From an optimization exercise on the open Yosys and OpenROAD flow, aimed at small area, a short achievable clock period and few clock cycles; shortcuts taken in it are not production practice.
Where RTL was checked, it was by simulation tests only, not by an equivalence proof against the original.

== run C ==
// MIPS_Multi_Cycle
module MIPS_Multi_Cycle
(
    input clk,
    input reset,
    input   [7:0] GPIO_i,
    output  [31:0] GPIO_o_hex,
    output  [9:0] rom_addr,
    input   [31:0] rom_data
);
reg  [9:0]  pc_f;         
reg  [9:0]  ra_q;         
reg         halted;
reg  [31:0] d_ir;
reg  [9:0]  d_pc;
reg  [9:0]  d_pt;         
reg         d_v;
reg  [9:0]  ras0, ras1;
reg  [31:0] e_a, e_b, e_sd;
reg  [9:0]  e_bt;
reg  [4:0]  e_rd;
reg         e_we, e_beq, e_lw, e_sw, e_mul, e_slt;
reg         e_sdl;
reg  [31:0] m_res, m_sd;
reg  [4:0]  m_rd;
reg         m_we, m_lw, m_sw, m_mul, m_rom, m_sdr;
reg         m_isport, m_isgpio, m_isram;
reg  [63:0] m_wsel;       
reg  [31:0] w_res;
reg  [4:0]  w_rd;
reg         w_we;
reg  [31:0] port_q;
reg  [7:0]  gpio_q;
assign rom_addr   = ra_q;
assign GPIO_o_hex = port_q;
wire [4:0] d_rs = d_ir[25:21];
wire [4:0] d_rt = d_ir[20:16];
wire is_jr, is_halt, is_jmp, is_jal, is_beq, is_slti, is_mul, is_lw, is_sw;
wire imm_b, const_b, use_rs, use_rt, wen;
wire [4:0] wdest;
UC_FSM DEC (
    .ir(d_ir), .is_jr(is_jr), .is_halt(is_halt), .is_jmp(is_jmp), .is_jal(is_jal),
    .is_beq(is_beq), .is_slti(is_slti), .is_mul(is_mul), .is_lw(is_lw), .is_sw(is_sw),
    .imm_b(imm_b), .const_b(const_b), .use_rs(use_rs), .use_rt(use_rt),
    .wen(wen), .wdest(wdest)
);
wire [31:0] rs_v, rt_v;
Register_File RF (
    .clk(clk), .reset(reset),
    .we(w_we), .wa(w_rd), .wd(w_res),
    .ra1(d_rs), .ra2(d_rt),
    .rd1(rs_v), .rd2(rt_v)
);
wire ex_wr_rs  = e_we & (e_rd == d_rs);
wire ex_wr_rt  = e_we & (e_rd == d_rt);
wire mem_wr_rs = m_we & (m_rd == d_rs);
wire mem_wr_rt = m_we & (m_rd == d_rt);
wire e_late    = e_lw | e_mul;
wire m_late    = m_rom | m_mul;    
wire stall_lu = (e_late & ((use_rs & ex_wr_rs) | (use_rt & ex_wr_rt))) |
                (m_late & (((use_rs | is_jr) & mem_wr_rs) | ((use_rt | is_sw) & mem_wr_rt))) |
  ...
Size: ~11000 cells after synthesis, about 3600 flip-flops, ~84 I/O pins, ~160000 sq um of cells after synthesis.
==> flow/config.mk <==
export PLATFORM = sky130hd
export DESIGN_NAME = MIPS_Multi_Cycle
export DESIGN_NICKNAME = MIPS_Multi_Cycle
export VERILOG_FILES = /design/flow/design.v
export SDC_FILE = /design/flow/constraint.sdc
export NUM_CORES = 8
export LEC_CHECK = 0
export ABC_CLOCK_PERIOD_IN_PS = 3000
export CAP_MARGIN = 30
export CORE_MARGIN = 2
export CORE_UTILIZATION = 60
export CTS_BUF_LIST = sky130_fd_sc_hd__clkbuf_8
export CTS_CLUSTER_DIAMETER = 50
export CTS_CLUSTER_SIZE = 12
export SLEW_MARGIN = 30
==> flow/constraint.sdc <==
create_clock -name core_clock -period 15.0 [get_ports {clk}]
set_input_delay 3.0000 -clock core_clock [delete_from_list [all_inputs] [get_ports {clk}]]
set_output_delay 3.0000 -clock core_clock [all_outputs]
set_load 0.01 [all_outputs]
standard.sh (not shown) runs the stock make flow with config.mk's settings and CLKGATE_MAP_FILE= SYNTH_SCRIPT=/design/flow/synth_recipe.tcl, a recipe that flattens the netlist after the stock synthesis.
==> flow/flow/run.sh <==
#!/bin/bash
set -euo pipefail
bash standard.sh SETUP_SLACK_MARGIN=10.5 finish > standard.log 2>&1
Testbench counts of run C, summed over its fixed seeds: cycles 501,966.
## Diff of input files: run A against run C
diff --git a/flow/design.v b/flow/design.v
--- a/flow/design.v
+++ b/flow/design.v
@@ -1,45 +1,45 @@
 module Register_File (
     input             clk,
     input             reset,
-    input             we,
+    input             we,           
     input      [4:0]  wa,
     input      [31:0] wd,
     input      [4:0]  ra1,
     input      [4:0]  ra2,
+    input      [31:0] ra1_oh,
+    input      [31:0] ra2_oh,
     output     [31:0] rd1,
     output     [31:0] rd2
 );
 reg [31:0] rf [1:31];
 reg [31:1] rv;
+integer i;
 always @(posedge clk) begin
-    if (we) rf[wa] <= wd;
+    for (i = 1; i < 32; i = i + 1)
+        if (we && wa == i) rf[i] <= wd;
 end
 always @(posedge clk or negedge reset) begin
     if (!reset) rv <= 31'b0;
     else if (we) rv[wa] <= 1'b1;
 end
-function [31:0] rd_port;
-    input [4:0] a;
-    begin
-        if (we && wa == a)
-            rd_port = wd;
-        else if (a == 5'd0)
-            rd_port = 32'h0;
-        else if (rv[a])
-            rd_port = rf[a];
-        else if (a == 5'd29)
-            rd_port = 32'h1001_00FC;
-        else
-            rd_port = 32'h0;
+wire [31:1] vs1 = ra1_oh[31:1] & rv;
+wire [31:1] vs2 = ra2_oh[31:1] & rv;
+reg [31:0] q1, q2;
+always @(*) begin
+    q1 = (ra1_oh[29] & ~rv[29]) ? 32'h1001_00FC : 32'h0;
+    q2 = (ra2_oh[29] & ~rv[29]) ? 32'h1001_00FC : 32'h0;
+    for (i = 1; i < 32; i = i + 1) begin
+        q1 = q1 | (rf[i] & {32{vs1[i]}});
+        q2 = q2 | (rf[i] & {32{vs2[i]}});
     end
-endfunction
-assign rd1 = rd_port(ra1);
-assign rd2 = rd_port(ra2);
+end
+assign rd1 = (we && wa == ra1) ? wd : q1;
+assign rd2 = (we && wa == ra2) ? wd : q2;
 endmodule
 module MUL_S1 (
     input  [31:0] a,
     input  [31:0] b,
     output [118:0] cs
 );
 wire neg0 = b[1];
 wire one0 = b[0] ^ 1'b0;
@@ -1055,16 +1055,17 @@
     input   [31:0] rom_data
 );
 reg  [9:0]  pc_f;         
 reg  [9:0]  ra_q;         
 reg         halted;
 reg  [31:0] d_ir;
 reg  [9:0]  d_pc;
 reg  [9:0]  d_pt;         
+reg  [31:0] d_rs_oh, d_rt_oh;    
 reg         d_v;
 reg  [9:0]  ras0, ras1;
 reg  [31:0] e_a, e_b, e_sd;
 reg  [9:0]  e_bt;
 reg  [4:0]  e_rd;
 reg         e_we, e_beq, e_lw, e_sw, e_mul, e_slt;
 reg         e_sdl;
 reg  [31:0] m_res, m_sd;
@@ -1089,17 +1090,17 @@
     .is_beq(is_beq), .is_slti(is_slti), .is_mul(is_mul), .is_lw(is_lw), .is_sw(is_sw),
     .imm_b(imm_b), .const_b(const_b), .use_rs(use_rs), .use_rt(use_rt),
     .wen(wen), .wdest(wdest)
 );
 wire [31:0] rs_v, rt_v;
 Register_File RF (
     .clk(clk), .reset(reset),
     .we(w_we), .wa(w_rd), .wd(w_res),
-    .ra1(d_rs), .ra2(d_rt),
+    .ra1(d_rs), .ra2(d_rt), .ra1_oh(d_rs_oh), .ra2_oh(d_rt_oh),
     .rd1(rs_v), .rd2(rt_v)
 );
 wire ex_wr_rs  = e_we & (e_rd == d_rs);
 wire ex_wr_rt  = e_we & (e_rd == d_rt);
 wire mem_wr_rs = m_we & (m_rd == d_rs);
 wire mem_wr_rt = m_we & (m_rd == d_rt);
 wire e_late    = e_lw | e_mul;
 wire m_late    = m_rom | m_mul;    
@@ -1163,16 +1164,18 @@
             d_v <= ~(ex_taken | d_jump | d_halt | halted | m_rom);
     end
 end
 always @(posedge clk) begin
     if (~d_stall) begin
         d_ir <= rom_data;
         d_pc <= pc_f;
         d_pt <= ras0;
+        d_rs_oh <= 32'b1 << rom_data[25:21];
+        d_rt_oh <= 32'b1 << rom_data[20:16];
     end
 end
 always @(posedge clk or negedge reset) begin
     if (!reset) begin
         e_we <= 1'b0; e_beq <= 1'b0; e_lw <= 1'b0; e_sw <= 1'b0; e_mul <= 1'b0;
         e_slt <= 1'b0; e_sdl <= 1'b0;
     end else begin
         e_we   <= d_go & wen;
==> comparison <==
Higher multi-input logic portion of the cell area was reported by run C, not run A. Between run C and run A, the difference in clock buffer and inverter area fraction after layout is negligible. Taking run C as the reference, in run A site row count fell 2, via count rose about 9%, ratio of final minimum period to clock period rose 1.0 points.
Function not checked in run A: the RTL went through the layout flow alone.

* * *

## 07-14
Another version of the RTL of MIPS_Multi_Cycle (not shown whole).
Size in the first run: about 11,000 cells after synthesis, about 3,700 flip-flops, ~150,000 um2 of cells after synthesis.
export LEC_CHECK = 0
export ABC_CLOCK_PERIOD_IN_PS = 3000
export CAP_MARGIN = 30
export CORE_MARGIN = 2
export CORE_UTILIZATION = 60
export CTS_CLUSTER_DIAMETER = 90
export CTS_CLUSTER_SIZE = 27
export SLEW_MARGIN = 30
create_clock -name core_clock -period 15.0 [get_ports {clk}]
==> flow/flow/run.sh <==
#!/bin/bash
set -euo pipefail
bash standard.sh SETUP_SLACK_MARGIN=10.7 finish > standard.log 2>&1
Testbench counts of 07-14, summed over its fixed seeds: cycles 508,117.
Relative to 07-14, the following input files were edited for 09-27:
--- a/flow/design.v
+++ b/flow/design.v
@@ -1125,20 +1125,31 @@
                 (m_late & ((use_rs & mem_wr_rs) | ((use_rt | is_sw) & mem_wr_rt)));
 wire        ex_redir;      
 wire [9:0]  ex_tgt;
 wire        ex_rom;
 wire [9:0]  ex_ra;
 wire [31:0] x_res;
 wire [31:0] mem_res;
 assign d_stall = d_v & stall_lu;
 wire d_go    = d_v & ~d_stall & ~ex_redir;
 wire d_halt  = d_go & is_halt;
+wire [32:0] sum;
+wire        rs0  = (d_rs == 5'd0);
+wire        rt0  = (d_rt == 5'd0);
+wire        z_x  = rt0 ? ex_wr_rs  : ex_wr_rt;      
+wire        z_m  = rt0 ? mem_wr_rs : mem_wr_rt;     
+wire        bz   = is_beq & (rs0 | rt0) & (z_x | z_m);
+wire        z_ex = e_slt ? sum[32] :               
+              &(~(e_a ^ e_b ^ {(e_a[30:0] | e_b[30:0]), 1'b0}));    
+wire        z_is = z_x ? z_ex : (m_res == 32'b0);
+wire        d_btaken = d_go & bz & z_is;
+wire [9:0]  d_bt = d_pc + 10'd1 + d_ir[9:0];
 wire [4:0] rs_nx = d_stall ? d_rs : rom_data[25:21];
 wire [4:0] rt_nx = d_stall ? d_rt : rom_data[20:16];
 always @(posedge clk or negedge reset) begin
     if (!reset) begin
         f_xs <= 1'b0; f_xt <= 1'b0; f_ms <= 1'b0; f_mt <= 1'b0; f_ws <= 1'b0; f_wt <= 1'b0;
     end else begin
         f_xs <= d_go & wen & (wdest == rom_data[25:21]);
         f_xt <= d_go & wen & (wdest == rom_data[20:16]);
         f_ms <= e_we & (e_rd == rs_nx);
         f_mt <= e_we & (e_rd == rt_nx);
@@ -1156,22 +1167,23 @@
                    {24'b0, gpio_q};
 wire [31:0] d_b = const_b ? cval :
                   imm_b ? (is_slti ? ~sext : sext) : fwd_rt;
 wire [31:0] d_a = const_b ? 32'b0 : fwd_rs;
 wire       if_jmp  = (rom_data[31:27] == 5'b00001);
 wire       if_jal  = if_jmp & rom_data[26];
 wire       if_jr   = (rom_data[31:26] == 6'h00) & (rom_data[5:0] == 6'h08);
 wire [9:0] pc_inc1 = pc_f + 10'd1;
 wire [9:0] pc_seq  = if_jmp ? rom_data[9:0] : if_jr ? ras0 : pc_inc1;
 wire       pc_hold = d_stall | m_rom | halted | d_halt;
-wire       if_go   = ~(ex_redir | pc_hold);
+wire       if_go   = ~(ex_redir | d_btaken | pc_hold);
 wire [9:0] pc_next = ex_redir ? ex_tgt :
+                     d_btaken ? d_bt :
                      pc_hold  ? pc_f : pc_seq;
 always @(posedge clk or negedge reset) begin
     if (!reset) begin
         ras0 <= 10'd0;
         ras1 <= 10'd0;
     end else if (if_go & if_jal) begin
         ras0 <= pc_inc1;
         ras1 <= ras0;
     end else if (if_go & if_jr) begin
         ras0 <= ras1;
@@ -1181,54 +1193,54 @@
     if (!reset) begin
         pc_f   <= 10'd0;
         ra_q   <= 10'd0;
         halted <= 1'b0;
         d_v    <= 1'b0;
     end else begin
         pc_f   <= pc_next;
         ra_q   <= ex_rom ? ex_ra : pc_next;
         if (d_halt) halted <= 1'b1;
         if (ex_redir | ~d_stall)
-            d_v <= ~(ex_redir | d_halt | halted | m_rom);
+            d_v <= ~(ex_redir | d_btaken | d_halt | halted | m_rom);
     end
 end
 always @(posedge clk) begin
     if (~d_stall) begin
         d_ir <= rom_data;
         d_pc <= pc_f;
         d_pt <= ras0;
     end
 end
 always @(posedge clk or negedge reset) begin
     if (!reset) begin
         e_we <= 1'b0; e_beq <= 1'b0; e_lw <= 1'b0; e_sw <= 1'b0; e_mul <= 1'b0;
         e_slt <= 1'b0; e_sdl <= 1'b0; e_jr <= 1'b0; e_jlate <= 1'b0;
     end else begin
         e_we   <= d_go & wen;
-        e_beq  <= d_go & is_beq;
+        e_beq  <= d_go & is_beq & ~bz;
         e_jr   <= d_go & is_jr;
         e_jlate <= m_late & mem_wr_rs;
         e_lw   <= d_go & is_lw;
         e_sw   <= d_go & is_sw;
         e_mul  <= d_go & is_mul;
         e_slt  <= is_slti;
         e_sdl  <= ex_wr_rt & e_late;
     end
 end
 always @(posedge clk) begin
     e_a  <= d_a;
     e_b  <= d_b;
     e_sd <= fwd_rt;
-    e_bt <= is_jr ? d_pt : d_pc + 10'd1 + d_ir[9:0];
+    e_bt <= is_jr ? d_pt : d_bt;
     e_rd <= wdest;
 end
-wire [32:0] sum = {1'b0, e_a} + {1'b0, e_b} + {32'b0, e_slt};
+assign sum = {1'b0, e_a} + {1'b0, e_b} + {32'b0, e_slt};
 assign x_res = e_slt ? {31'b0, ~sum[32]} : sum[31:0];
 wire [9:0] jr_t = e_jlate ? w_res[11:2] : e_a[11:2];
 assign ex_redir = (e_beq & (e_a == e_b)) | (e_jr & (jr_t != e_bt));
 assign ex_tgt   = e_jr ? jr_t : e_bt;
 wire x_port = (sum[31:0] == 32'h003F_FFC0);
 wire x_gpio = (sum[31:0] == 32'h003F_FFBC);
 wire x_ram  = (sum[31:16] >= 16'h1001);
 wire x_ldram = e_lw & x_ram;
 assign ex_rom = e_lw & ~x_port & ~x_gpio & ~x_ram;
 assign ex_ra  = sum[11:2];
Results
Summary of 09-27 over 07-14: initial standard-cell utilization of the core held steady, final layout net count grew by 129. 09-27 ends up with a share of the synthesized area in compound gates (AO/OA/AOI/OAI) that is 0.29 points higher than in 07-14. 09-27 ended up with a higher wire length than 07-14 did. Of 09-27 and 07-14, the lower total number of vias belongs to 07-14. [09-27] data arrival time of the critical path fell 3.75 ns relative to 07-14. Diff 07-14 -> 09-27 | number of distinct library cell variants in the gate-level netlist after synthesis | decrease of 4. Sort 09-27 and 07-14 by minimum clock period after layout, descending, and 07-14 comes first. Count of clock-buffer cells in the layout (09-27 over 07-14): increase, 33. 07-14 → 09-27: fraction of standard cell area that is sequential -0.61 points; data required time of the worst path -3.67 ns; initial detailed-routing violation count +343. 09-27 vs 07-14, instance count: 09-27 higher.
Testbench counts of 09-27, summed over its fixed seeds: cycles 499,189.

* * *

Setup of lane 3:
Another version of the RTL of MIPS_Multi_Cycle (not shown whole).
For scale: ~3,700 flip-flops, about 84 I/O pins, roughly 0.16 sq mm of cells after synthesis.
==> flow/config.mk <==
export PLATFORM = sky130hd
export DESIGN_NAME = MIPS_Multi_Cycle
export DESIGN_NICKNAME = MIPS_Multi_Cycle
export VERILOG_FILES = /design/flow/design.v
export SDC_FILE = /design/flow/constraint.sdc
export NUM_CORES = 8
export LEC_CHECK = 0
export ABC_CLOCK_PERIOD_IN_PS = 3000
export CAP_MARGIN = 30
export CORE_MARGIN = 2
export CORE_UTILIZATION = 60
export CTS_CLUSTER_DIAMETER = 90
export CTS_CLUSTER_SIZE = 27
export SLEW_MARGIN = 30
==> flow/constraint.sdc <==
create_clock -name core_clock -period 15.0 [get_ports {clk}]
set_input_delay 3.0000 -clock core_clock [delete_from_list [all_inputs] [get_ports {clk}]]
set_output_delay 3.0000 -clock core_clock [all_outputs]
set_load 0.01 [all_outputs]
==> flow/flow/run.sh <==
#!/bin/bash
set -euo pipefail
bash standard.sh SETUP_SLACK_MARGIN=10.5 finish > standard.log 2>&1
Lane 3 | status: complete | timing, DRC, antenna: pass
Testbench counts of lane 3, summed over its fixed seeds: cycles 499,189.
### lane 3 -> lane 5
diff --git a/flow/design.v b/flow/design.v
--- a/flow/design.v
+++ b/flow/design.v
@@ -1130,22 +1130,25 @@
 wire [31:0] x_res;
 wire [31:0] mem_res;
 assign d_stall = d_v & stall_lu;
 wire d_go    = d_v & ~d_stall & ~ex_redir;
 wire d_halt  = d_go & is_halt;
 wire [32:0] sum;
 wire        rs0  = (d_rs == 5'd0);
 wire        rt0  = (d_rt == 5'd0);
+wire        bz   = is_beq & (rs0 | rt0);
 wire        z_x  = rt0 ? ex_wr_rs  : ex_wr_rt;      
 wire        z_m  = rt0 ? mem_wr_rs : mem_wr_rt;     
-wire        bz   = is_beq & (rs0 | rt0) & (z_x | z_m);
+wire [31:0] z_rf = rt0 ? rs_v : rt_v;
 wire        z_ex = e_slt ? sum[32] :               
               &(~(e_a ^ e_b ^ {(e_a[30:0] | e_b[30:0]), 1'b0}));    
-wire        z_is = z_x ? z_ex : (m_res == 32'b0);
+wire        z_is = (rs0 & rt0) ? 1'b1 :
+                   z_x ? z_ex :
+                   z_m ? (m_res == 32'b0) : (z_rf == 32'b0);
 wire        d_btaken = d_go & bz & z_is;
 wire [9:0]  d_bt = d_pc + 10'd1 + d_ir[9:0];
 wire [4:0] rs_nx = d_stall ? d_rs : rom_data[25:21];
 wire [4:0] rt_nx = d_stall ? d_rt : rom_data[20:16];
 always @(posedge clk or negedge reset) begin
     if (!reset) begin
         f_xs <= 1'b0; f_xt <= 1'b0; f_ms <= 1'b0; f_mt <= 1'b0; f_ws <= 1'b0; f_wt <= 1'b0;
     end else begin
@@ -1268,33 +1271,34 @@
     m_isgpio <= x_gpio;
     m_isram  <= x_ram;
     m_ldram  <= x_ldram;
     m_wsel   <= x_wsel;
     gpio_q   <= GPIO_i;
 end
 wire [31:0] st_d = m_sdr ? w_res : m_sd;
 wire [31:0] ram_q, io_q;
-wire [31:0] port_rd = port_rb & {32{port_wr}};    
 RAM_mem RAM (
     .clk(clk), .we(m_sw & m_isram), .wsel(m_wsel), .din(st_d), .dout(ram_q)
 );
 Memory_System MS (
     .is_port(m_isport), .is_gpio(m_isgpio),
-    .port_q(port_rd), .gpio_q(gpio_q), .io_q(io_q)
+    .port_q(port_rb & {32{port_wr}}), .gpio_q(gpio_q), .io_q(io_q)
 );
 assign mem_res = m_res;
 always @(posedge clk or negedge reset) begin
     if (!reset) begin
         port_q  <= 32'h0;
         port_wr <= 1'b0;
         w_we    <= 1'b0;
     end else begin
-        port_q <= (m_sw & m_isport) ? st_d : port_rd;
-        if (m_sw & m_isport) port_wr <= 1'b1;
+        if (m_sw & m_isport) begin
+            port_q  <= st_d;
+            port_wr <= 1'b1;
+        end
         w_we <= m_we;
     end
 end
 always @(posedge clk) begin
     if (m_sw & m_isport) port_rb <= st_d;
     w_res <= (ram_q & {32{m_ldram}}) | (rom_data & {32{m_rom}}) |
              (m_mul ? mul_p : m_lw ? io_q : m_res);
     w_rd  <= m_rd;
Notes after the runs:
- Number of buffers inserted during clock tree synthesis in lane 5 is 1.2% above lane 3.
- Count of plain and timing-repair buffers in the layout | lane 5 above lane 3
- The run with more setup slack is lane 3; lane 5 has less.
- Cells: lane 5 has more instances than lane 3
- Area after synthesis on lane 5 is behind lane 3.
Only the layout flow was run in lane 5; the RTL was not checked for function there.

==> re-timing with driven ports <==
The results above use ideal ports. As a check the final layouts listed here were re-extracted and re-timed, cells and wires unchanged. Step 1 (the two cells are an assumption about what drives the block):
set clk [get_ports {clk}]
set_driving_cell -lib_cell sky130_fd_sc_hd__clkbuf_16 $clk
set_driving_cell -lib_cell sky130_fd_sc_hd__buf_2 [delete_from_list [all_inputs] $clk]
Step 2 times the ports against the registers' clock, not the clock port: input delays grow and output delays shrink by t, the midpoint of the rising clock arrivals with the driver on. a / b / c = no drivers / after step 1 / after step 2; a / b = the first two.
run	shift t [ns]	setup slack, ns	worst setup path at the end	worst register clock-pin slew, ns	pins driven straight from the clock port
run C	1.261	10.215 / 10.107 / 9.386	input to register	0.09 / 0.09	1
run A	1.276	10.065 / 9.963 / 9.317	input to register	0.10 / 0.10	1
07-14	1.006	10.270 / 10.270 / 9.662	input to register	0.12 / 0.12	1
09-27	1.028	10.346 / 10.245 / 9.622	input to register	0.12 / 0.12	1
lane 3	1.042	10.254 / 10.254 / 9.512	input to register	0.12 / 0.12	1
lane 5	1.039	10.045 / 10.045 / 9.555	input to register	0.12 / 0.12	1
After both steps every run listed still meets setup and hold. The setup slack of run C, which loses most, moves by -0.108 ns with the drivers and by -0.829 ns with both steps.
